Context: an optimization exercise on an open-source flow, tuned for small area and few clock cycles per item. The choices shown serve that exercise and are no tape-out recipe. No run shown here included a check of the RTL's function; only the layout flow was run.

File: flow/design.v
module ascon_enc(
	input [127:0] i_data,
	input [127:0] i_n,
	input [127:0] i_k,
	input clk,
	input i_rst,
	input i_start,
	input [15:0] i_a_len,
	input [15:0] i_m_len,
	output reg o_nxt_data,
	output reg o_c,
	output reg [127:0] o_data,
	output reg o_fin
	);
	localparam [63:0] IV = 64'h80800c0800000000;
	localparam [2:0] M_IDLE  = 3'd0;
	localparam [2:0] M_INIT  = 3'd1;
	localparam [2:0] M_AD    = 3'd2;
	localparam [2:0] M_PT    = 3'd3;
	localparam [2:0] M_FINAL = 3'd4;
	localparam [2:0] M_FIN   = 3'd5;
	reg [2:0] mode, mode_nxt;
	reg [1:0] grp, grp_nxt;          
	reg [319:0] s;                   
	reg [127:0] key;
	reg [15:0] cnt, cnt_nxt;         
	reg [15:0] mlen;
	wire idle = (mode == M_IDLE);
	wire cnt_one = (cnt == 16'd1);
	wire cnt_two = (cnt == 16'd2);
	reg absorb, key_in, key_out, dom_sep;
	always @(*) begin
		mode_nxt = mode;
		grp_nxt = grp;
		cnt_nxt = cnt;
		absorb = 1'b0;
		key_in = 1'b0;
		key_out = 1'b0;
		dom_sep = 1'b0;
		o_nxt_data = 1'b0;
		o_c = 1'b0;
		o_fin = 1'b0;
		case (mode)
			M_IDLE: begin
				grp_nxt = 2'd0;
				if (i_start) begin
					mode_nxt = M_INIT;
					grp_nxt = 2'd1;
				end
			end
			M_INIT: begin
				if (grp == 2'd1) begin
					grp_nxt = 2'd2;
				end else begin
					key_out = 1'b1;
					o_nxt_data = 1'b1;
					mode_nxt = M_AD;
					grp_nxt = 2'd1;
				end
			end
			M_AD: begin
				if (grp == 2'd1) begin
					absorb = 1'b1;
					grp_nxt = 2'd2;
				end else begin
					o_nxt_data = 1'b1;
					grp_nxt = 2'd1;
					if (cnt_one) begin
						dom_sep = 1'b1;
						mode_nxt = M_PT;
						cnt_nxt = mlen;
					end else begin
						cnt_nxt = cnt - 16'd1;
					end
				end
			end
			M_PT: begin
				if (grp == 2'd1) begin
					absorb = 1'b1;
					o_c = 1'b1;
					grp_nxt = 2'd2;
				end else begin
					o_nxt_data = 1'b1;
					cnt_nxt = cnt - 16'd1;
					if (cnt_two) begin
						mode_nxt = M_FINAL;
						grp_nxt = 2'd0;
					end else begin
						grp_nxt = 2'd1;
					end
				end
			end
			M_FINAL: begin
				if (grp == 2'd0) begin
					absorb = 1'b1;
					o_c = 1'b1;
					key_in = 1'b1;
					grp_nxt = 2'd1;
				end else if (grp == 2'd1) begin
					grp_nxt = 2'd2;
				end else begin
					key_out = 1'b1;
					mode_nxt = M_FIN;
					grp_nxt = 2'd0;
				end
			end
			M_FIN: begin
				o_fin = 1'b1;
				mode_nxt = M_IDLE;
				grp_nxt = 2'd0;
			end
			default: begin
				mode_nxt = M_IDLE;
				grp_nxt = 2'd0;
			end
		endcase
	end
	wire [127:0] c_blk = s[319:192] ^ i_data;
	wire [319:0] p_in = idle ? {IV, i_k, i_n} :
		{absorb ? c_blk : s[319:192],
		 s[191:64] ^ (key_in ? key : 128'd0),
		 s[63:0]};
	wire [319:0] p_out;
	ascon_round4 perm (.i_s(p_in), .i_grp(grp), .o_s(p_out));
	always @(*) begin
		if (o_fin) o_data = s[127:0];
		else o_data = c_blk;
	end
	always @(posedge clk) begin
		s <= p_out ^ {192'd0, key_out ? key : 128'd0} ^ {319'd0, dom_sep};
		if (idle) begin
			key <= i_k;
			mlen <= i_m_len;
		end
		cnt <= idle ? i_a_len : cnt_nxt;
	end
	always @(posedge clk or negedge i_rst) begin
		if (~i_rst) begin
			mode <= M_IDLE;
			grp <= 2'd0;
		end else begin
			mode <= mode_nxt;
			grp <= grp_nxt;
		end
	end
endmodule
module ascon_round4(
	input [319:0] i_s,
	input [1:0] i_grp,
	output [319:0] o_s
	);
	reg [31:0] rc;
	always @(*) begin
		case (i_grp)
			2'd0: rc = 32'hf0e1d2c3;
			2'd1: rc = 32'hb4a59687;
			default: rc = 32'h78695a4b;
		endcase
	end
	wire [319:0] s1, s2, s3;
	ascon_round r0 (.i_s(i_s), .i_c(rc[31:24]), .o_s(s1));
	ascon_round r1 (.i_s(s1),  .i_c(rc[23:16]), .o_s(s2));
	ascon_round r2 (.i_s(s2),  .i_c(rc[15:8]),  .o_s(s3));
	ascon_round r3 (.i_s(s3),  .i_c(rc[7:0]),   .o_s(o_s));
endmodule
module ascon_round(
	input [319:0] i_s,
	input [7:0] i_c,
	output [319:0] o_s
	);
	wire [63:0] x0 = i_s[319:256];
	wire [63:0] x1 = i_s[255:192];
	wire [63:0] x2 = i_s[191:128] ^ {56'd0, i_c};
	wire [63:0] x3 = i_s[127:64];
	wire [63:0] x4 = i_s[63:0];
	wire [63:0] a0 = x0 ^ x4;
	wire [63:0] a2 = x2 ^ x1;
	wire [63:0] a4 = x4 ^ x3;
	wire [63:0] b0 = a0 ^ (~x1 & a2);
	wire [63:0] b1 = x1 ^ (~a2 & x3);
	wire [63:0] b2 = a2 ^ (~x3 & a4);
	wire [63:0] b3 = x3 ^ (~a4 & a0);
	wire [63:0] b4 = a4 ^ (~a0 & x1);
	wire [63:0] t0 = b0 ^ b4;
	wire [63:0] t1 = b1 ^ b0;
	wire [63:0] t2 = ~b2;
	wire [63:0] t3 = b3 ^ b2;
	wire [63:0] t4 = b4;
	assign o_s[319:256] = t0 ^ {t0[18:0], t0[63:19]} ^ {t0[27:0], t0[63:28]};
	assign o_s[255:192] = t1 ^ {t1[60:0], t1[63:61]} ^ {t1[38:0], t1[63:39]};
	assign o_s[191:128] = t2 ^ {t2[ 1:0], t2[63: 1]} ^ {t2[ 5:0], t2[63: 6]};
	assign o_s[127:64]  = t3 ^ {t3[ 9:0], t3[63:10]} ^ {t3[16:0], t3[63:17]};
	assign o_s[63:0]    = t4 ^ {t4[ 6:0], t4[63: 7]} ^ {t4[40:0], t4[63:41]};
endmodule
File: flow/run.sh
#!/bin/bash
# synth_recipe.tcl (not shown) runs the flow's synth.tcl, then flattens the netlist and writes it again
# the make line also repeats each setting of config.mk as NAME=value (left out here)
make -C /OpenROAD-flow-scripts/flow DESIGN_CONFIG=/design/flow/config.mk WORK_HOME=/design/flow/orfs CLKGATE_MAP_FILE= SYNTH_SCRIPT=/design/flow/synth_recipe.tcl finish
File: flow/config.mk
export PLATFORM = sky130hd
export DESIGN_NAME = ascon_enc
export DESIGN_NICKNAME = ascon_enc
export VERILOG_FILES = /design/flow/design.v
export SDC_FILE = /design/flow/constraint.sdc
export NUM_CORES = 4
export LEC_CHECK = 0
export CAP_MARGIN = 40
export CORE_MARGIN = 2
export CORE_UTILIZATION = 40
export SLEW_MARGIN = 40
File: flow/constraint.sdc
create_clock -name core_clock -period 10.0 [get_ports {clk}]
set_input_delay 2.0000 -clock core_clock [delete_from_list [all_inputs] [get_ports {clk}]]
set_output_delay 2.0000 -clock core_clock [all_outputs]
set_load 0.01 [all_outputs]
==> metrics list, run 1 <==
- Number of clock sinks seen by CTS: 485
- Max-capacitance violation count: 0
- For this run, the detailed router's first-pass iteration total came to 12.
- The net count of the finished layout is 13700.
- In this run the post-CTS setup repair buffer count came out at 0.
* Total of endpoints with negative setup slack in the final report: 71
* Post-detailed-routing wire length: 730000 um
- Fraction of final layout cells with drive strength greater than 1: 27.9%
- Worst slack after detailed placement: -933 ps
- Across all setup checks in the final design, the least slack found is -313 ps.
- Area contributors post-synth: sky130_fd_sc_hd__xnor2_1 (25%), sky130_fd_sc_hd__xor2_1 (11%), sky130_fd_sc_hd__xnor3_1 (9.9%)
- Design area: 127000 um^2
- The largest total area in the synthesized netlist belongs to sky130_fd_sc_hd__xnor2_1.
- The count of buffers added on input and output ports is 549.
- Drt initial violations: 17900
* Leading register cell type out of synthesis: sky130_fd_sc_hd__dfxtp_1
- Clock Tree Root: sky130_fd_sc_hd__clkbuf_16
- For this configuration, the core starts out at a cell density of 40.3%.
- Largest driver fanout on the critical path: 3
- Dividing the detail-routed via count by the number of cells gives 6.33.
- The startpoint identified for the worst register-to-register timing path is mode[2].
- Pin count of the biggest net entering global routing: 139
- Total number of placement rows: 175
- The flow ran to the end, but the layout failed its checks.
- Worst skew pair latency: 700 ps
- The HPWL after detailed placement is 626000 um.
- Overall global routing resource usage: 60.0%
- In this run the cell area of the synthesized design comes to 91900 um^2.
- The number of global-route vias before repair is 94100.
- Routability-driven placement finished with a final weighted congestion of 1.28.
* Final-layout fill cell count: 20400
* Post-route clock period utilization: 103%
- Post-detailed-route DRC marker count: 0
* Category of cells accounting for the largest share of critical-path delay: XOR/XNOR gates
- Syn_nets: 10500
* Core Region: 228000 um^2
- At the worst endpoint, the arrival time is 10880 ps.
- # IOs: 550
- The path class of the tightest hold or removal check is register to register.
* Width of the chip: 483 um
- In this run the worst setup path begins at i_k[76].
* Finished Core Util: 55.7%
- Number of cell instances on the worst register-to-register path: 31
- Post-Syn Instances: 9575
* Clock slew at the register clock pins of the worst setup and hold paths: 80 ps
- Register-to-register setup slack: -290 ps
- Worst R2R End: s[66]
* Setup Skew: 57.3 ps
- The share of the Yosys chip area taken by registers is 12.3%.
- Worst rel slew slack: 30.4%
- The first global-routing pass estimated 922000 um of wire.
- Measured along the y axis, the die boundary spans 483 um.
* Critical path endpoint: s[66]
- Final Hold Vio Count: 0
- Among all stages on the critical path, the largest delay is contributed by sky130_fd_sc_hd__or4b_2.
* Total of warnings raised by yosys: 2
* Post-synth ARST share: 1.03%
* Largest buffer count on any clock path: 3
- Summed over all layers, the global routing overflow is 0.
- Number of cells on the critical path: 33
* Area growth syn-to-layout: 38.1%
- For the finished layout, the period the worst path requires is 10310 ps.
* Crit path top cell by count: sky130_fd_sc_hd__xnor2_1
- Hold is met by 625 ps.
* Setup Crit Path Kind: primary input to register
* Share of Yosys cell area claimed by the top area cell type: 25.4%
- The worst hold path passes through 2 cells.
- Synth unique cells: 113
- Layout check faults: negative setup slack
* Htree depth: 2
- At the worst endpoint, the required time is 10570 ps.
* Area of placed instances: 124000 um^2
- Wirelength per Cell: 45.9 um
- After synthesis the netlist holds a flip-flop and latch count of 485.
- STA classifies the critical path endpoint as a register.
- Peak Freq: 0.0970 GHz
- TritonCTS clock tree: yes
- Number of routed nets with antenna violations: 0
* Post-synth EDFFs: 160
* Fin. max-slew vios: 0
- Overall via count from detail_route: 101000
- Largest stage delay on the critical path: 580 ps
- Floorplan die area: 234000 um^2
- TritonCTS Buffers: 53
- The worst setup path is launched from a primary input.
- Sum of buffers and inverters on the critical path: 8
* Antenna violations before repair: 70
* Measured slew at the worst slew-check pin: 1040 ps
* Syn Area/Cell: 9.60 um^2
==> metrics by stage <==
step	setup TNS [ps]	std cells
CTS	0	15800
global route	-149	15800
detailed placement	-109730	15700
finish	-6040	15900
floorplan	0	9575
global placement	-128410	15700
==> cells in the final DEF (no fill, tap or decap), types with 120 or more instances in the layout <==
cell type | Yosys | routed
sky130_fd_sc_hd__xnor2_2 | 240 | 293
sky130_fd_sc_hd__edfxtp_1 | 160 | 160
sky130_fd_sc_hd__o21ai_0 | 240 | 217
sky130_fd_sc_hd__maj3_1 | 164 | 164
sky130_fd_sc_hd__xnor3_1 | 404 | 402
sky130_fd_sc_hd__ha_1 | 515 | 515
sky130_fd_sc_hd__buf_12 | 0 | 219
sky130_fd_sc_hd__clkdlybuf4s50_1 | 0 | 546
sky130_fd_sc_hd__buf_4 | 49 | 2661
sky130_fd_sc_hd__nand2b_1 | 124 | 123
sky130_fd_sc_hd__inv_1 | 404 | 402
sky130_fd_sc_hd__nor2_1 | 307 | 306
sky130_fd_sc_hd__nand2_1 | 735 | 735
sky130_fd_sc_hd__mux2i_1 | 191 | 191
sky130_fd_sc_hd__xnor2_1 | 2670 | 2606
sky130_fd_sc_hd__dfxtp_1 | 320 | 312
sky130_fd_sc_hd__xor2_1 | 1115 | 1106
sky130_fd_sc_hd__xor3_1 | 120 | 120
sky130_fd_sc_hd__nor2b_1 | 141 | 139
==> worst min path at each step <==
stage / endpoint / start / slack, ps
floorplan: s[123] / key[123] / 530
global placement: s[74] / key[74] / 580
detailed placement: s[74] / key[74] / 570
CTS: s[74] / key[74] / 610
global route: s[109] / key[109] / 630
finish: s[109] / key[109] / 620
==> flip-flops by register name, indices dropped and copies added, names as in the netlist <==
register / cells
cnt: 16
mlen: 16
grp: 2
mode: 3
s: 320
key: 128
==> layer usage <==
| metal | part of all wire, % | global-route usage (%) |
|---|---|---|
| met5 | 0.22 | 4.76 |
| met4 | 14 | 66.2 |
| met3 | 17 | 37.4 |
| met2 | 36 | 77.0 |
| met1 | 32 | 62.5 |
==> synth_stat cells, types with 23 or more instances <==
master and n:
sky130_fd_sc_hd__or4_1 39, sky130_fd_sc_hd__a21oi_1 111, sky130_fd_sc_hd__and2_1 42, sky130_fd_sc_hd__mux2i_1 191, sky130_fd_sc_hd__o21ai_1 27, sky130_fd_sc_hd__a211o_1 25, sky130_fd_sc_hd__buf_4 49, sky130_fd_sc_hd__nor2b_1 141
sky130_fd_sc_hd__o211a_1 58, sky130_fd_sc_hd__dfxtp_1 320, sky130_fd_sc_hd__a2111oi_2 23, sky130_fd_sc_hd__o21ai_0 240, sky130_fd_sc_hd__buf_2 74, sky130_fd_sc_hd__and4_1 57, sky130_fd_sc_hd__edfxtp_1 160, sky130_fd_sc_hd__o211ai_1 111
sky130_fd_sc_hd__xnor2_2 240, sky130_fd_sc_hd__clkbuf_1 131, sky130_fd_sc_hd__nand3b_1 34, sky130_fd_sc_hd__o31ai_1 34, sky130_fd_sc_hd__or4b_2 38, sky130_fd_sc_hd__o311ai_0 53, sky130_fd_sc_hd__buf_6 44, sky130_fd_sc_hd__xor2_1 1115
sky130_fd_sc_hd__nand2b_1 124, sky130_fd_sc_hd__xor3_1 120, sky130_fd_sc_hd__nand3_1 53, sky130_fd_sc_hd__nand2_1 735, sky130_fd_sc_hd__nor3_2 27, sky130_fd_sc_hd__nor2_1 307, sky130_fd_sc_hd__ha_1 515, sky130_fd_sc_hd__a31oi_1 102
sky130_fd_sc_hd__xnor2_1 2670, sky130_fd_sc_hd__xnor3_1 404, sky130_fd_sc_hd__a21o_1 25, sky130_fd_sc_hd__mux2_2 28, sky130_fd_sc_hd__maj3_1 164, sky130_fd_sc_hd__a211oi_1 57, sky130_fd_sc_hd__inv_1 404, sky130_fd_sc_hd__nor3b_1 29
==> cell families after synthesis <==
group / Yosys count / synth area share (%)
DFF: 485 / 12.3
xor gates and xnor gates: 4580 / 54.0
buffers and inverters: 727 / 3.63
and+or+nand+nor: 1769 / 9.92
AOI/OAI and AO/OA: 1110 / 8.84
muxes: 220 / 2.44
adders and majority gates: 684 / 8.86
==> worst min-delay path, cell delays in order (launching register included) <==
cell and delay [ps]:
sky130_fd_sc_hd__edfxtp_1 370, sky130_fd_sc_hd__nand2_1 80, sky130_fd_sc_hd__xnor2_1 120
==> repair_timing <==
action,in CTS,in global routing
endpoints found under the setup margin,40,153
gates cloned,0,0
pin swaps,1,2
hold endpoints to repair,0,0
gates resized for setup,11,39
hold buffers,0,0
==> final cells by class <==
class                      count  area (um^2)  share of cell area (%)
antenna                       73          183                   0.144
timing repair buffer        3445        30100                    23.7
clock buffer                  69         1500                    1.18
clock inverter                30          358                   0.282
multi-input combinational   8363        78100                    61.6
inverter                     411         1560                    1.23
tap                         3009         3760                    2.97
sequential                   485        11400                    8.95
==> run 2: changes to the inputs <==
--- a/flow/design.v
+++ b/flow/design.v
@@ -23,20 +23,20 @@
 	reg [1:0] grp, grp_nxt;          
 	reg [319:0] s;                   
 	reg [127:0] key;
+	reg [127:0] blk;                 
 	reg [15:0] cnt, cnt_nxt;         
 	reg [15:0] mlen;
-	wire idle = (mode == M_IDLE);
+	reg idle;        
+	reg absorb;      
+	reg key_in;      
+	reg key_out;     
+	reg dom_sep;     
 	wire cnt_one = (cnt == 16'd1);
 	wire cnt_two = (cnt == 16'd2);
-	reg absorb, key_in, key_out, dom_sep;
 	always @(*) begin
 		mode_nxt = mode;
 		grp_nxt = grp;
 		cnt_nxt = cnt;
-		absorb = 1'b0;
-		key_in = 1'b0;
-		key_out = 1'b0;
-		dom_sep = 1'b0;
 		o_nxt_data = 1'b0;
 		o_c = 1'b0;
 		o_fin = 1'b0;
@@ -45,28 +45,26 @@
 				grp_nxt = 2'd0;
 				if (i_start) begin
 					mode_nxt = M_INIT;
-					grp_nxt = 2'd1;
 				end
 			end
 			M_INIT: begin
-				if (grp == 2'd1) begin
+				if (grp == 2'd0) begin
+					grp_nxt = 2'd1;
+				end else if (grp == 2'd1) begin
+					o_nxt_data = 1'b1;
 					grp_nxt = 2'd2;
 				end else begin
-					key_out = 1'b1;
-					o_nxt_data = 1'b1;
 					mode_nxt = M_AD;
 					grp_nxt = 2'd1;
 				end
 			end
 			M_AD: begin
 				if (grp == 2'd1) begin
-					absorb = 1'b1;
+					o_nxt_data = 1'b1;
 					grp_nxt = 2'd2;
 				end else begin
-					o_nxt_data = 1'b1;
 					grp_nxt = 2'd1;
 					if (cnt_one) begin
-						dom_sep = 1'b1;
 						mode_nxt = M_PT;
 						cnt_nxt = mlen;
 					end else begin
@@ -76,14 +74,13 @@
 			end
 			M_PT: begin
 				if (grp == 2'd1) begin
-					absorb = 1'b1;
 					o_c = 1'b1;
+					o_nxt_data = 1'b1;
 					grp_nxt = 2'd2;
 				end else begin
-					o_nxt_data = 1'b1;
 					cnt_nxt = cnt - 16'd1;
 					if (cnt_two) begin
-						mode_nxt = M_FINAL;
+							mode_nxt = M_FINAL;
 						grp_nxt = 2'd0;
 					end else begin
 						grp_nxt = 2'd1;
@@ -92,14 +89,11 @@
 			end
 			M_FINAL: begin
 				if (grp == 2'd0) begin
-					absorb = 1'b1;
 					o_c = 1'b1;
-					key_in = 1'b1;
 					grp_nxt = 2'd1;
 				end else if (grp == 2'd1) begin
 					grp_nxt = 2'd2;
 				end else begin
-					key_out = 1'b1;
 					mode_nxt = M_FIN;
 					grp_nxt = 2'd0;
 				end
@@ -115,19 +109,19 @@
 			end
 		endcase
 	end
-	wire [127:0] c_blk = s[319:192] ^ i_data;
-	wire [319:0] p_in = idle ? {IV, i_k, i_n} :
-		{absorb ? c_blk : s[319:192],
-		 s[191:64] ^ (key_in ? key : 128'd0),
-		 s[63:0]};
+	wire [319:0] p_in = {s[319:192] ^ (blk & {128{absorb}}), s[191:0]};
 	wire [319:0] p_out;
 	ascon_round4 perm (.i_s(p_in), .i_grp(grp), .o_s(p_out));
 	always @(*) begin
 		if (o_fin) o_data = s[127:0];
-		else o_data = c_blk;
+		else o_data = p_in[319:192];
 	end
+	wire [319:0] kmask = {128'd0,
+		key & {128{key_in}}, 64'd0} ^ {192'd0, key & {128{key_out}}};
 	always @(posedge clk) begin
-		s <= p_out ^ {192'd0, key_out ? key : 128'd0} ^ {319'd0, dom_sep};
+		if (idle) s <= {IV, i_k, i_n};
+		else s <= p_out ^ kmask ^ {319'd0, dom_sep};
+		blk <= i_data;
 		if (idle) begin
 			key <= i_k;
 			mlen <= i_m_len;
@@ -138,9 +132,19 @@
 		if (~i_rst) begin
 			mode <= M_IDLE;
 			grp <= 2'd0;
+			idle <= 1'b1;
+			absorb <= 1'b0;
+			key_in <= 1'b0;
+			key_out <= 1'b0;
+			dom_sep <= 1'b0;
 		end else begin
 			mode <= mode_nxt;
 			grp <= grp_nxt;
+			idle <= (mode_nxt == M_IDLE);
+			absorb <= (mode == M_INIT || mode == M_AD || mode == M_PT) && grp == 2'd2;
+			key_in <= (mode == M_PT) && grp == 2'd1 && cnt_two;
+			key_out <= (mode == M_INIT || mode == M_FINAL) && grp == 2'd1;
+			dom_sep <= (mode == M_AD) && grp == 2'd1 && cnt_one;
 		end
 	end
 endmodule
--- a/flow/config.mk
+++ b/flow/config.mk
@@ -8,4 +8,5 @@
 export CAP_MARGIN = 40
 export CORE_MARGIN = 2
 export CORE_UTILIZATION = 40
+export GPL_TIMING_DRIVEN = 0
 export SLEW_MARGIN = 40
==> run 2 against run 1 <==
Compared with the run above:
- still fails the layout checks on negative setup slack
- flip-flop and latch count up 133
- clock skew about the same
- core utilization down 4.0 points
- sequential share of layout area up 2.9 points
- highest routed layer unchanged
- largest cell class unchanged
==> metrics list, run 2 <==
- The max-capacitance violation count is 0 (unchanged).
* Final-layout fill cell count: 20500 (was 20400)
- The final number of hold-violating endpoints was 0 (unchanged).
* Crit path DAT: 11060 ps (was 10880 ps)
- Number of routed nets with antenna violations: 0 (unchanged)
* Via density: 6.38 (was 6.33)
* Width of the chip: 485 um (was 483 um)
- Run status: complete, but fails checks (unchanged)
- The worst-margin pin slew came to 1100 ps (was 1040 ps).
- Most frequent cells in the layout: sky130_fd_sc_hd__xnor2_1 (1627), sky130_fd_sc_hd__xor2_1 (863), sky130_fd_sc_hd__xnor2_2 (749), sky130_fd_sc_hd__nand2_1 (734), sky130_fd_sc_hd__clkdlybuf4s50_1 (549) (was sky130_fd_sc_hd__buf_4 (2661), sky130_fd_sc_hd__xnor2_1 (2606), sky130_fd_sc_hd__xor2_1 (1106), sky130_fd_sc_hd__nand2_1 (735), sky130_fd_sc_hd__clkdlybuf4s50_1 (546)).
- The instance count after placement with tap cells included is 12800 (was 15700).
- The worst-skew pair later-pin latency came to 750 ps (was 700 ps).
* Most instantiated library cell after synthesis: sky130_fd_sc_hd__xnor2_1 (unchanged)
* TritonCTS clock tree: yes (unchanged)
- The overall overflow remaining after global route came to 0 (unchanged).
* Post-synth ARST share: 1.62% (was 1.03%)
- The worst slew margin relative to its limit was 26.4% (was 30.4%).
- The number of synthesized flops with an enable pin came to 160 (unchanged).
* Total of endpoints with negative setup slack in the final report: 250 (was 71)
- Number of cell instances on the worst register-to-register path: 27 (was 31)
- Post-Layout Cell Count: 13000 (was 15900)
* Area growth syn-to-layout: 28.3% (was 38.1%)
* Area contributors post-synth: sky130_fd_sc_hd__xnor2_1 (22%), sky130_fd_sc_hd__xnor3_1 (12%), sky130_fd_sc_hd__xor2_1 (11%) (was sky130_fd_sc_hd__xnor2_1 (25%), sky130_fd_sc_hd__xor2_1 (11%), sky130_fd_sc_hd__xnor3_1 (9.9%))
- Peak Freq: 0.0950 GHz (was 0.0970 GHz)
* Setup Crit Path Kind: register to register (was primary input to register)
- Synth unique cells: 97 (was 113)
- The placed wire-length estimate after detailed placement was 605000 um (was 626000 um).
- Post-route clock period utilization: 105% (was 103%)
- The global-route wire length before repair was 840000 um (was 922000 um).
- The die area was 235000 um^2 (was 234000 um^2).
- The final setup skew was 57.2 ps (was 57.3 ps).
- The library cell used as clock root buffer is sky130_fd_sc_hd__clkbuf_16 (unchanged).
* DRT Pass-1 Iters: 9 (was 12)
* Layout check faults: negative setup slack (unchanged)
- Setup repair after global routing could not meet its margin everywhere.
- Routability-driven placement congestion ratio: 1.21 (was 1.28)
- The total count of max-transition violations in the final report is 0 (unchanged).
- Share of Yosys cell area claimed by the top area cell type: 22.3% (was 25.4%)
- Most frequent standard cell in the layout excluding fill and tap cells: sky130_fd_sc_hd__xnor2_1 (was sky130_fd_sc_hd__buf_4)
- Sequential area share after synthesis: 15.1% (was 12.3%)
- The final worst slack came to -532 ps (was -313 ps).
- The total nets after synthesis came to 10000 (was 10500).
* Pin count of the biggest net entering global routing: 42 (was 139)
* Worst hold margin: 514 ps (was 625 ps)
* Regs by FF count: s: 320 flops, blk: 128 flops, key: 128 flops (was s: 320 flops, key: 128 flops)
- Synth top cells by count: sky130_fd_sc_hd__xnor2_1 (2359), sky130_fd_sc_hd__xor2_1 (1135), sky130_fd_sc_hd__nand2_1 (734), sky130_fd_sc_hd__ha_1 (511), sky130_fd_sc_hd__xnor3_1 (493) (was sky130_fd_sc_hd__xnor2_1 (2670), sky130_fd_sc_hd__xor2_1 (1115), sky130_fd_sc_hd__nand2_1 (735), sky130_fd_sc_hd__ha_1 (515)).
- Post-cts hold buffer count: 0 (unchanged)
* Overall via count from detail_route: 82800 (was 101000)
* Leading register cell type out of synthesis: sky130_fd_sc_hd__dfxtp_1 (unchanged)
- The detailed-route DRC error count was 0 (unchanged).
* Starting utilization of the core area: 40.2% (was 40.3%)
* Vias in the first global route: 76700 (was 94100)
- Total number of placement rows: 176 (was 175)
- The number of antenna violations at the first check in global routing came to 58 (was 70).
- The routed length per instance came to 53.0 um (was 45.9 um).
- Syn Area/Cell: 10.2 um^2 (was 9.60 um^2)
* Number of clock sinks seen by CTS: 618 (was 485)
- The number of warnings reported in the yosys synthesis log was 2 (unchanged).
- Core Region: 230000 um^2 (was 228000 um^2)
- The H-tree depth is 3 (was 2).
- Clock slew at the register clock pins of the worst setup and hold paths: 70 ps (was 80 ps)
- The detailed router's first-iteration violation count is 14900 (was 17900).
- The number of CTS-inserted buffers is 67 (was 53).
* Library cell occupying the most area in the post-synthesis netlist: sky130_fd_sc_hd__xnor2_1 (unchanged)
* Fraction of final layout cells with drive strength greater than 1: 20.5% (was 27.9%)
- Total Neg Setup Slack: -56840 ps (was -6040 ps)
- The total routing usage reported by global routing came to 56.6% (was 60.0%).
* Flip-flop count of the largest register after layout: 320 (unchanged)
- The register ranked first by flip-flop count was s (unchanged).
- The synthesized cell area came to 92600 um^2 (was 91900 um^2).
- The aggregate routed wire length is 688000 um (was 730000 um).
- The startpoint kind of the worst setup timing path is a register (was primary input).
* Final #Nets: 10800 (was 13700)
- Largest driver fanout on the critical path: 10 (was 3)
* Post-Syn Instances: 9095 (was 9575)
* Crit path required time: 10530 ps (was 10570 ps)
* Largest buffer count on any clock path: 3 (unchanged)
* WHS Path Cells: 1 (was 2)
- Number of buffers added on ports: 549 (unchanged)
- The count of pins on the block boundary was 550 (unchanged).
- Worst Setup End Kind: register (unchanged)
- Die Span Y: 485 um (was 483 um)
- Class of the worst hold path: register to register (unchanged)
- Minimum clock period: 10530 ps (was 10310 ps)
- The number of synthesized register bits came to 618 (was 485).
[run 2: cell types whose count changed after synthesis, moves of 55 or more]
cell / delta
sky130_fd_sc_hd__nand2b_1: -64
sky130_fd_sc_hd__nor2b_1: -63
sky130_fd_sc_hd__and4_1: -55
sky130_fd_sc_hd__nor2_1: +113
sky130_fd_sc_hd__o211ai_1: -90
sky130_fd_sc_hd__a31oi_1: -93
sky130_fd_sc_hd__buf_2: -69
sky130_fd_sc_hd__dfxtp_1: +128
sky130_fd_sc_hd__mux2_2: +135
sky130_fd_sc_hd__xnor2_1: -311
sky130_fd_sc_hd__xnor3_1: +89
[run 2: worst paths after layout]
path | end | from | slack (ps)
max | s[211] | absorb | -530
min | absorb | grp[0] | 510
max reg2reg | s[211] | absorb | -530
min reg2reg | absorb | grp[0] | 510
max in group asynchronous | idle | i_rst | 8040
min in group asynchronous | dom_sep | i_rst | 1610
[run 2: cell type report]
type                    count  area [um^2]  area share (%)
diodes                     32         80.1          0.0674
well taps                3026         3790            3.19
multi-input cells        7952        88800            74.7
flip-flops and latches    618        14000            11.8
inverters                 367         1380            1.16
plain buffers             157          938           0.790
clock inverters            36          515           0.434
clock buffers              86         1840            1.55
repair buffers            707         7480            6.30
[run 2: routing by layer]
layer  vias to the layer above  part of all wire (%)  track usage, %
met2                      7918                    37            73.3
met4                        40                    12            52.0
met1                     41200                    35            64.3
li1                      31600                     -               -
met3                      2125                    16            32.1
met5                         -                  0.33            3.86
[run 2: worst max-delay path: stages (launching register included)]
cell                       delay (ps)
sky130_fd_sc_hd__dfrtp_1          560
sky130_fd_sc_hd__buf_6            280
sky130_fd_sc_hd__buf_6            310
sky130_fd_sc_hd__buf_6            300
sky130_fd_sc_hd__buf_6            260
sky130_fd_sc_hd__buf_6            300
sky130_fd_sc_hd__a21boi_0         170
sky130_fd_sc_hd__nor2_1           240
sky130_fd_sc_hd__ha_1             330
sky130_fd_sc_hd__xnor2_4          270
sky130_fd_sc_hd__xnor2_4          580
sky130_fd_sc_hd__xnor3_1          690
sky130_fd_sc_hd__ha_1             400
sky130_fd_sc_hd__xor2_1           210
sky130_fd_sc_hd__xnor2_4          520
sky130_fd_sc_hd__xor3_1           680
sky130_fd_sc_hd__xor2_1           360
sky130_fd_sc_hd__xor2_1           560
sky130_fd_sc_hd__xor2_2           410
sky130_fd_sc_hd__xnor2_1          260
sky130_fd_sc_hd__xor2_1           390
sky130_fd_sc_hd__inv_1            150
sky130_fd_sc_hd__ha_1             250
sky130_fd_sc_hd__xor2_1           180
sky130_fd_sc_hd__xnor2_1          690
sky130_fd_sc_hd__xnor2_1          180
sky130_fd_sc_hd__xnor2_1          160
sky130_fd_sc_hd__o21ai_1          570
[run 2: what timing repair did]
item / 4_1_cts / 5_1_grt
pin swaps: 28 / 43
endpoints found under the hold margin: 0 / 0
endpoints found under the setup margin: 320 / 235
setup buffers: 32 / 46
resized for setup: 586 / 246
[run 2: cell families after synthesis]
logic type      Yosys count  synth area share (%)
xor+xnor               4498                  55.7
buf+inv                 525                  2.43
compound gates          653                  4.51
mux                     396                  4.51
simple gates           1681                  8.47
fa+ha+maj               724                  9.21
flops                   618                  15.1
[run 2: per-stage QoR]
step / worst slack, ps / instance area, um^2 / util, %
6_report: -532 / 119000 / 51.6
5_1_grt: -70.9 / 119000 / 51.6
4_1_cts: -29.3 / 116000 / 50.3
3_5_place_dp: -1780 / 108000 / 47.0
3_3_place_gp: -4720 / 102000 / 44.3
2_1_floorplan: 2770 / 92600 / -
==> run 3: changes to the inputs <==
--- a/flow/design.v
+++ b/flow/design.v
@@ -27,7 +27,6 @@
 	reg [15:0] cnt, cnt_nxt;         
 	reg [15:0] mlen;
 	reg idle;        
-	reg absorb;      
 	reg key_in;      
 	reg key_out;     
 	reg dom_sep;     
@@ -109,7 +108,8 @@
 			end
 		endcase
 	end
-	wire [319:0] p_in = {s[319:192] ^ (blk & {128{absorb}}), s[191:0]};
+	wire [319:0] p_in = {s[319:192] ^ blk, s[191:0]};
+	wire absorb_nxt = (mode == M_INIT || mode == M_AD || mode == M_PT) && grp == 2'd2;
 	wire [319:0] p_out;
 	ascon_round4 perm (.i_s(p_in), .i_grp(grp), .o_s(p_out));
 	always @(*) begin
@@ -121,7 +121,7 @@
 	always @(posedge clk) begin
 		if (idle) s <= {IV, i_k, i_n};
 		else s <= p_out ^ kmask ^ {319'd0, dom_sep};
-		blk <= i_data;
+		blk <= i_data & {128{absorb_nxt}};
 		if (idle) begin
 			key <= i_k;
 			mlen <= i_m_len;
@@ -133,7 +133,6 @@
 			mode <= M_IDLE;
 			grp <= 2'd0;
 			idle <= 1'b1;
-			absorb <= 1'b0;
 			key_in <= 1'b0;
 			key_out <= 1'b0;
 			dom_sep <= 1'b0;
@@ -141,7 +140,6 @@
 			mode <= mode_nxt;
 			grp <= grp_nxt;
 			idle <= (mode_nxt == M_IDLE);
-			absorb <= (mode == M_INIT || mode == M_AD || mode == M_PT) && grp == 2'd2;
 			key_in <= (mode == M_PT) && grp == 2'd1 && cnt_two;
 			key_out <= (mode == M_INIT || mode == M_FINAL) && grp == 2'd1;
 			dom_sep <= (mode == M_AD) && grp == 2'd1 && cnt_one;
==> flow/flow/run.sh (new file) <==
#!/bin/bash
# Standard ORFS layout (standard.sh), except that synthesis maps cells with an
# area-oriented ABC script and without full-adder extraction.
set -euo pipefail
here=$(pwd)
sed -e "s#SYNTH_SCRIPT=[^ ]*#SYNTH_SCRIPT=$here/flow/synth_area.tcl ADDER_MAP_FILE=#" standard.sh > flow_standard.sh
bash flow_standard.sh > flow_make.log 2>&1
==> flow/flow/abc_nf.script (new file) <==
strash
&get -n
&st
&dch
&nf -R 1000
&put
==> flow/flow/synth_area.tcl (new file) <==
# The standard synthesis (synth_recipe.tcl), with ABC's cell mapping done by
# an area-oriented script (abc_nf.script) instead of ORFS's speed script.
set ::area_abc_script [file join [file dirname [file normalize [info script]]] abc_nf.script]
proc abc {args} {
  set i [lsearch -exact $args -script]
  if { $i >= 0 } { lset args [expr { $i + 1 }] $::area_abc_script }
  set i [lsearch -exact $args -D]
  if { $i >= 0 } { lset args [expr { $i + 1 }] 10000 }
  yosys abc {*}$args
}
source [file join [file dirname [file dirname [file normalize [info script]]]] synth_recipe.tcl]
==> flow/standard.sh (new file) <==
#!/bin/bash
# synth_recipe.tcl (not shown) runs the flow's synth.tcl, then flattens the netlist and writes it again
# the make line also repeats each setting of config.mk as NAME=value (left out here)
make -C /OpenROAD-flow-scripts/flow DESIGN_CONFIG=/design/flow/config.mk WORK_HOME=/design/flow/orfs CLKGATE_MAP_FILE= SYNTH_SCRIPT=/design/flow/synth_recipe.tcl "${@:-finish}"
==> flow/config.mk (replaced) <==
export PLATFORM = sky130hd
export DESIGN_NAME = ascon_enc
export DESIGN_NICKNAME = ascon_enc
export VERILOG_FILES = /design/flow/design.v
export SDC_FILE = /design/flow/constraint.sdc
export NUM_CORES = 4
export LEC_CHECK = 0
export CAP_MARGIN = 20
export CORE_MARGIN = 2
export CORE_UTILIZATION = 50
export GPL_TIMING_DRIVEN = 0
export SLEW_MARGIN = 20
removed: flow/run.sh
==> run 3 against run 2 <==
Compared with the run above:
- the run now fails in 5_1_grt
- synthesized area down 19%
- synthesized cell count down 2.4%
==> metrics list, run 3 <==
- Run status: aborted with a tool error (was complete, but fails checks)
* Stopping stage: 5_1_grt
- Error text reported by the tool: [ERROR GRT-0116] Global routing finished with congestion. Check the congestion regions in the DRC Viewer.
- Post-cts hold buffer count: 0 (unchanged)
* Die Span Y: 390 um (was 485 um)
- TritonCTS Buffers: 70 (was 67)
- The total cell area at the placement stage was 87200 um^2 (was 108000 um^2).
- Total of warnings raised by yosys: 2 (unchanged)
* Vias in the first global route: 81100
- Post-Syn Instances: 8873 (was 9095)
* Global-route wire length before repair: 787000 um
* Number of clock sinks seen by CTS: 617 (was 618)
* Worst slack after detailed placement: -1920 ps (was -1780 ps)
- Post-synthesis cell area: 74600 um^2 (was 92600 um^2)
- The die span in x is 390 um (was 485 um).
* Sequential area share after synthesis: 18.8% (was 15.1%)
- The number of synthesized flops with an enable pin came to 160 (unchanged).
* Number of synthesized register bits: 617 (was 618)
- Number of buffers added on ports: 549 (unchanged)
* Clock Tree Root: sky130_fd_sc_hd__clkbuf_16 (unchanged)
- Setup Fix Bufs, Post-CTS: 0 (was 32)
- Routability-driven placement congestion ratio: 1.33 (was 1.21)
- Syn_nets: 9292 (was 10000)
- Largest buffer count on any clock path: 3 (unchanged)
- Syn Area/Cell: 8.41 um^2 (was 10.2 um^2)
* # IOs: 550 (unchanged)
- The number of distinct library cells after synthesis came to 33 (was 97).
- The H-tree depth is 3 (unchanged).
* Library cell occupying the most area in the post-synthesis netlist: sky130_fd_sc_hd__xnor2_1 (unchanged)
- The placed wire-length estimate after detailed placement was 442000 um (was 605000 um).
- The async set or reset register ratio after synthesis came to 1.46% (was 1.62%).
- The cell with the most instances after synthesis is sky130_fd_sc_hd__xnor2_1 (unchanged).
- Overflow left after global routing: 372
- The total number of placement rows was 141 (was 176).
* Starting utilization of the core area: 50.4% (was 40.2%)
- Synth top cells by count: sky130_fd_sc_hd__xnor2_1 (3605), sky130_fd_sc_hd__xor2_1 (1621), sky130_fd_sc_hd__nand2_1 (1228), sky130_fd_sc_hd__nor2_1 (540), sky130_fd_sc_hd__o21ai_0 (476) (was sky130_fd_sc_hd__xnor2_1 (2359), sky130_fd_sc_hd__xor2_1 (1135), sky130_fd_sc_hd__nand2_1 (734), sky130_fd_sc_hd__ha_1 (511), sky130_fd_sc_hd__xnor3_1 (493))
* Leading register cell type out of synthesis: sky130_fd_sc_hd__dfxtp_1 (unchanged)
- The fraction of post-synthesis cell area in the top cell type by area was 42.3% (was 22.3%).
* Overall global routing resource usage: 75.0%
* Pin count of the biggest net entering global routing: 102
* Area contributors post-synth: sky130_fd_sc_hd__xnor2_1 (42%), sky130_fd_sc_hd__xor2_1 (19%), sky130_fd_sc_hd__dfxtp_1 (12%) (was sky130_fd_sc_hd__xnor2_1 (22%), sky130_fd_sc_hd__xnor3_1 (12%), sky130_fd_sc_hd__xor2_1 (11%))
-- run 3: cell count changes after synthesis, sizes merged, moves of 177 or more --
cell   change
xor2     +436
xnor3    -501
xor3     -177
o21ai    +215
xnor2    +970
nand2    +488
ha       -511
inv      -367
-- run 3: layer usage --
metal / GRT usage (%) / overflow
met5: 35.1 / 0
met4: 68.9 / 153
met3: 62.0 / 2
met2: 88.3 / 217
met1: 78.0 / 0
-- run 3: worst max path at each step --
stage,to,start
2_1_floorplan,o_data[0],mode[0]
4_1_cts,s[280],s[282]
3_3_place_gp,s[297],grp[1]
3_5_place_dp,s[284],grp[1]
-- run 3: cells by family after synthesis --
group,share of synthesized area [%]
flip-flops,18.8
AND/OR/NAND/NOR,11.9
XOR/XNOR,61.4
adder cells (fa/ha/maj),0.523
AO/OA/AOI/OAI,3.96
buffers and inverters,0.151
multiplexers,3.29
-- run 3: stage by stage --
step | TNS (ps) | instances | hold WS, ps
floorplan | 0 | 8873 | 566
global placement | -1717820 | 11400 | 598
detailed placement | -158340 | 11500 | 625
CTS | 0 | 11600 | 648
-- run 3: repair_timing --
action / in CTS
gates resized for setup: 199
endpoints found under the setup margin: 277
gates cloned: 0
==> run 4: changes to the inputs <==
--- a/flow/config.mk
+++ b/flow/config.mk
@@ -7,6 +7,7 @@
 export LEC_CHECK = 0
 export CAP_MARGIN = 20
 export CORE_MARGIN = 2
-export CORE_UTILIZATION = 50
+export CORE_UTILIZATION = 40
 export GPL_TIMING_DRIVEN = 0
+export SETUP_SLACK_MARGIN = 0.4
 export SLEW_MARGIN = 20
==> run 4 against run 3 <==
Compared with the run above:
- the layout now fails its checks (max-capacitance violations, max-slew violations, negative setup slack)
- synthesized cell count unchanged
- synthesized area unchanged
==> metrics list, run 4 <==
* Run status: complete, but fails checks (was aborted with a tool error)
- Layout check faults: max-capacitance violations, max-slew violations, negative setup slack
- The count of pins on the block boundary was 550 (unchanged).
* Post-cts hold buffer count: 0 (unchanged)
- Syn Area/Cell: 8.41 um^2 (unchanged)
* Peak Freq: 0.0976 GHz
- Synth top cells by count: sky130_fd_sc_hd__xnor2_1 (3605), sky130_fd_sc_hd__xor2_1 (1621), sky130_fd_sc_hd__nand2_1 (1228), sky130_fd_sc_hd__nor2_1 (540), sky130_fd_sc_hd__o21ai_0 (476) (unchanged)
- At the pin with the least slew margin, the transition time is 1520 ps.
* Total length of routed met3 wires: 87600 um
- The library cells used most frequently in the layout, excluding fill and tap cells, are sky130_fd_sc_hd__xnor2_1 (2856), sky130_fd_sc_hd__xor2_1 (1394), sky130_fd_sc_hd__nand2_1 (1227), sky130_fd_sc_hd__xnor2_2 (679), sky130_fd_sc_hd__clkdlybuf4s50_1 (549).
- Xor and xnor area share after synthesis: 61.4% (unchanged)
* Register-to-register setup slack: -250 ps
- The library cell used as clock root buffer is sky130_fd_sc_hd__clkbuf_16 (unchanged).
- The startpoint identified for the worst hold timing path is mlen[5].
* Post-synthesis cell area: 74600 um^2 (unchanged)
* Routability-driven placement congestion ratio: 1.21 (was 1.33)
- In the global route stage, overall resource usage came out at 57.5%.
- Area contributors post-synth: sky130_fd_sc_hd__xnor2_1 (42%), sky130_fd_sc_hd__xor2_1 (19%), sky130_fd_sc_hd__dfxtp_1 (12%) (unchanged)
- Share of Yosys cell area claimed by the top area cell type: 42.3% (unchanged)
- Worst slack after detailed placement: -2450 ps (was -1920 ps)
- Starting utilization of the core area: 40.2% (was 50.4%)
- In this run the worst hold path is classified as register to register.
* TritonCTS clock tree: yes
- Width of the chip: 436 um (was 390 um)
- Dividing the final minimum period by the clock period gives 102%.
* Area growth syn-to-layout: 31.3%
- The number of synthesized register bits was 617 (unchanged).
* Post-synth ARST share: 1.46% (unchanged)
* TritonCTS Buffers: 71 (was 70)
- In the final routed layout, each cell accounts on average for 46.1 um.
* Flip-flop count of the largest register after layout: 320
- The total number of placement rows came to 158 (was 141).
- The worst hold path passes through 2 cells.
- Wires add up to 568000 um.
* Simple-gate portion of the synthesized area: 11.9% (unchanged)
- Crit path DAT: 10790 ps
- The compound-cell area share of the yosys netlist came to 3.96% (unchanged).
- For this run, the detailed router's first-pass iteration total came to 9.
- Fraction of final layout cells with drive strength greater than 1: 14.2%
- Counting stages on the worst path, the most repeated cell is sky130_fd_sc_hd__xnor2_1.
- After detailed routing, the met2 layer carries 212000 um of wire.
- Top register by number of flip-flops: s
- The H-tree depth is 3 (unchanged).
* Crit path required time: 10540 ps
- R2R Path Start: s[260]
* Leading register cell type out of synthesis: sky130_fd_sc_hd__dfxtp_1 (unchanged)
- The clock sink total was 617 (unchanged).
- Regs by FF count: s: 320 flops, blk: 128 flops, key: 128 flops
- Setup violations remaining at the end of the flow were counted as 30.
- The region available for standard cell placement spans 185000 um^2.
* Most instantiated library cell after synthesis: sky130_fd_sc_hd__xnor2_1 (unchanged)
- Sort of element at the start of the critical path: register
- Half-perimeter wire length of the detailed placement result: 494000 um (was 442000 um)
- Post-Syn Instances: 8873 (unchanged)
* Setup Crit Path Kind: register to register
* Overall via count from detail_route: 75100
- The fraction of synthesized area in multiplexers was 3.29% (unchanged).
* Worst hold margin: 640 ps
* Largest stage delay on the critical path: 1110 ps
- Topmost layer with routed signal wires: met5
- STA classifies the critical path endpoint as a register.
- The biggest area consumer among synthesized cells is sky130_fd_sc_hd__xnor2_1 (unchanged).
- The maximum number of buffers from clock root to sink came to 3 (unchanged).
- The total cell area at the placement stage came to 90000 um^2 (was 87200 um^2).
- The chip height is 436 um (was 390 um).
- Across the routed clock network, the largest skew measured is 57.7 ps.
- Max-capacitance violation count: 1
* Pin count of the biggest net entering global routing: 99
* Total of warnings raised by yosys: 2 (unchanged)
- The floorplan step defined a die boundary enclosing 190000 um^2.
- Min-Delay Endpoint: cnt[5]
- The finished cells cover 97900 um^2.
* Largest driver fanout on the critical path: 4
* RSZ-0062 raised after global routing: yes
- The number of global-route vias before repair came to 69200.
- Number of cell instances on the worst register-to-register path: 22
- Ordered cell list for the critical path: xor2_1 -> xnor2_1 -> nand2_1 -> xor2_2 -> xnor2_1 -> xnor2_1 -> xnor2_1 -> xnor2_1 -> nand2_1 -> xnor2_2 -> xnor2_1 -> xnor2_1 -> xor2_1 -> xnor2_1 -> xor2_2 -> xor2_1 -> xnor2_1 -> xor2_1 -> xor2_2 -> xnor2_1 -> xnor2_1 -> o21ai_0
- The endpoint identified for the worst register-to-register timing path is s[146].
- Post-route worst setup slack: -245 ps
- Minimum clock period: 10250 ps
- Overflow left after global routing: 0
* Number of buffers added on ports: 549 (unchanged)
- The number of synthesized flops with an enable pin came to 160 (unchanged).
- In the final design database the tool counted 10200 nets.
* Placed cells: 12100 (was 11500)
- Worst rel slew slack: -2.08%
- The clock reaches the later pin of the worst-skew pair after 770 ps.
- The number of distinct library cells after synthesis came to 33 (unchanged).
* Drt initial violations: 12500
- Among all stages on the critical path, the largest delay is contributed by sky130_fd_sc_hd__xnor2_1.
* Adder-Cell Fraction of Synth Area: 0.523% (unchanged)
* Clock slew at the register clock pins of the worst setup and hold paths: 70 ps
* Final-layout fill cell count: 17000
- The final number of hold-violating endpoints was 0.
- Post-detailed-route DRC marker count: 0
* Fin. max-slew vios: 4
- Number of routed nets with antenna violations: 0
- Post-Layout Cell Count: 12300
- DRT met1 WL: 195000 um
* Most frequent standard cell in the layout excluding fill and tap cells: sky130_fd_sc_hd__xnor2_1
- Largest family of logic cells by synthesized area: XOR/XNOR gates (unchanged)
* Via density: 6.09
* Syn_nets: 9292 (unchanged)
- The number of antenna violations at the first check in global routing is 51.
- Global-route wire length before repair: 706000 um
- Sequential area share after synthesis: 18.8% (unchanged)
[run 4: cell counts after synthesis]
No cell type changed its count.
[run 4: logic make-up (layout without fill, tap and decap cells)]
logic type,after synthesis,count (layout)
xor+xnor,5226,5226
simple gates,2133,2133
flops,617,617
compound gates,584,584
mux,244,244
fa+ha+maj,39,39
buf+inv,30,958
other cells,0,37
[run 4: final cells by class]
cell class	instances	area [um^2]	share of cell area (%)
multi-input cells	8226	69400	70.8
flip-flops and latches	617	14000	14.3
repair buffers	796	8750	8.94
well taps	2480	3100	3.17
clock buffers	102	2030	2.08
clock inverters	30	444	0.454
inverters	30	118	0.120
diodes	37	92.6	0.0946
[run 4: stage by stage]
stage / util, % / TNS (ps)
2_1_floorplan: - / 0
3_3_place_gp: 44.9 / -1905520
3_5_place_dp: 48.5 / -257940
4_1_cts: 51.7 / 0
5_1_grt: 52.8 / 0
6_report: 52.8 / -1810
[run 4: critical path: cells and delay by family, from the launching register on]
kind	cells	cell delay [ps]
AOI/OAI and AO/OA	1	750
DFF	1	420
and+or+nand+nor	2	280
xor gates and xnor gates	19	8510
[run 4: how the worst max path moves through the flow]
stage	startpoint	depth (start not counted)	slack, ps	end
detailed placement	grp[1]	26	-2450	s[294]
floorplan	mode[0]	4	2450	o_data[0]
global route	blk[72]	26	220	s[229]
finish	s[260]	22	-250	s[146]
global placement	grp[1]	24	-6140	s[290]
CTS	grp[1]	26	260	s[294]
[run 4: per-layer routing]
metal	track usage [%]	vias to the layer above
met5	2.02	-
met4	58.3	20
met3	28.8	2059
met2	75.9	6930
met1	64.8	36600
li1	-	29500
[run 4: repair_timing]
item	CTS	global route
pin swaps	1	6
setup endpoints to repair	319	201
hold endpoints to repair	0	0
gates cloned	0	0
resized for setup	445	211
setup buffers	1	11

what the ideal ports hide:
In the flow no input, the clock included, has a driving cell. The finished layouts below were timed again as built, in two steps. Step 1 assumes that a clkbuf_16 drives the clock port and a buf_2 every other input. Step 2, shift: input delay + t, output delay - t, t = (earliest + latest rising clock arrival at the registers) / 2. This alone moves slack from input paths to output paths. Slacks: ideal / step 1 / step 2; pairs: ideal / step 1.
run | t (ns) | setup WS [ns] | worst setup path after step 2 | latest minus earliest clock arrival (ns) | cell pins on the clock port's net
run 1 | 0.758 | -0.313 / -0.288 / -1.013 | input to register | 0.057 / 0.057 | 1
run 2 | 0.804 | -0.532 / -0.532 / -0.532 | register to register | 0.058 / 0.057 | 1
run 4 | 0.820 | -0.245 / -0.245 / -0.245 | register to register | 0.058 / 0.058 | 1
For run 1, which loses most, drivers alone change the setup slack by +0.025 ns; drivers and shift together by -0.700 ns.
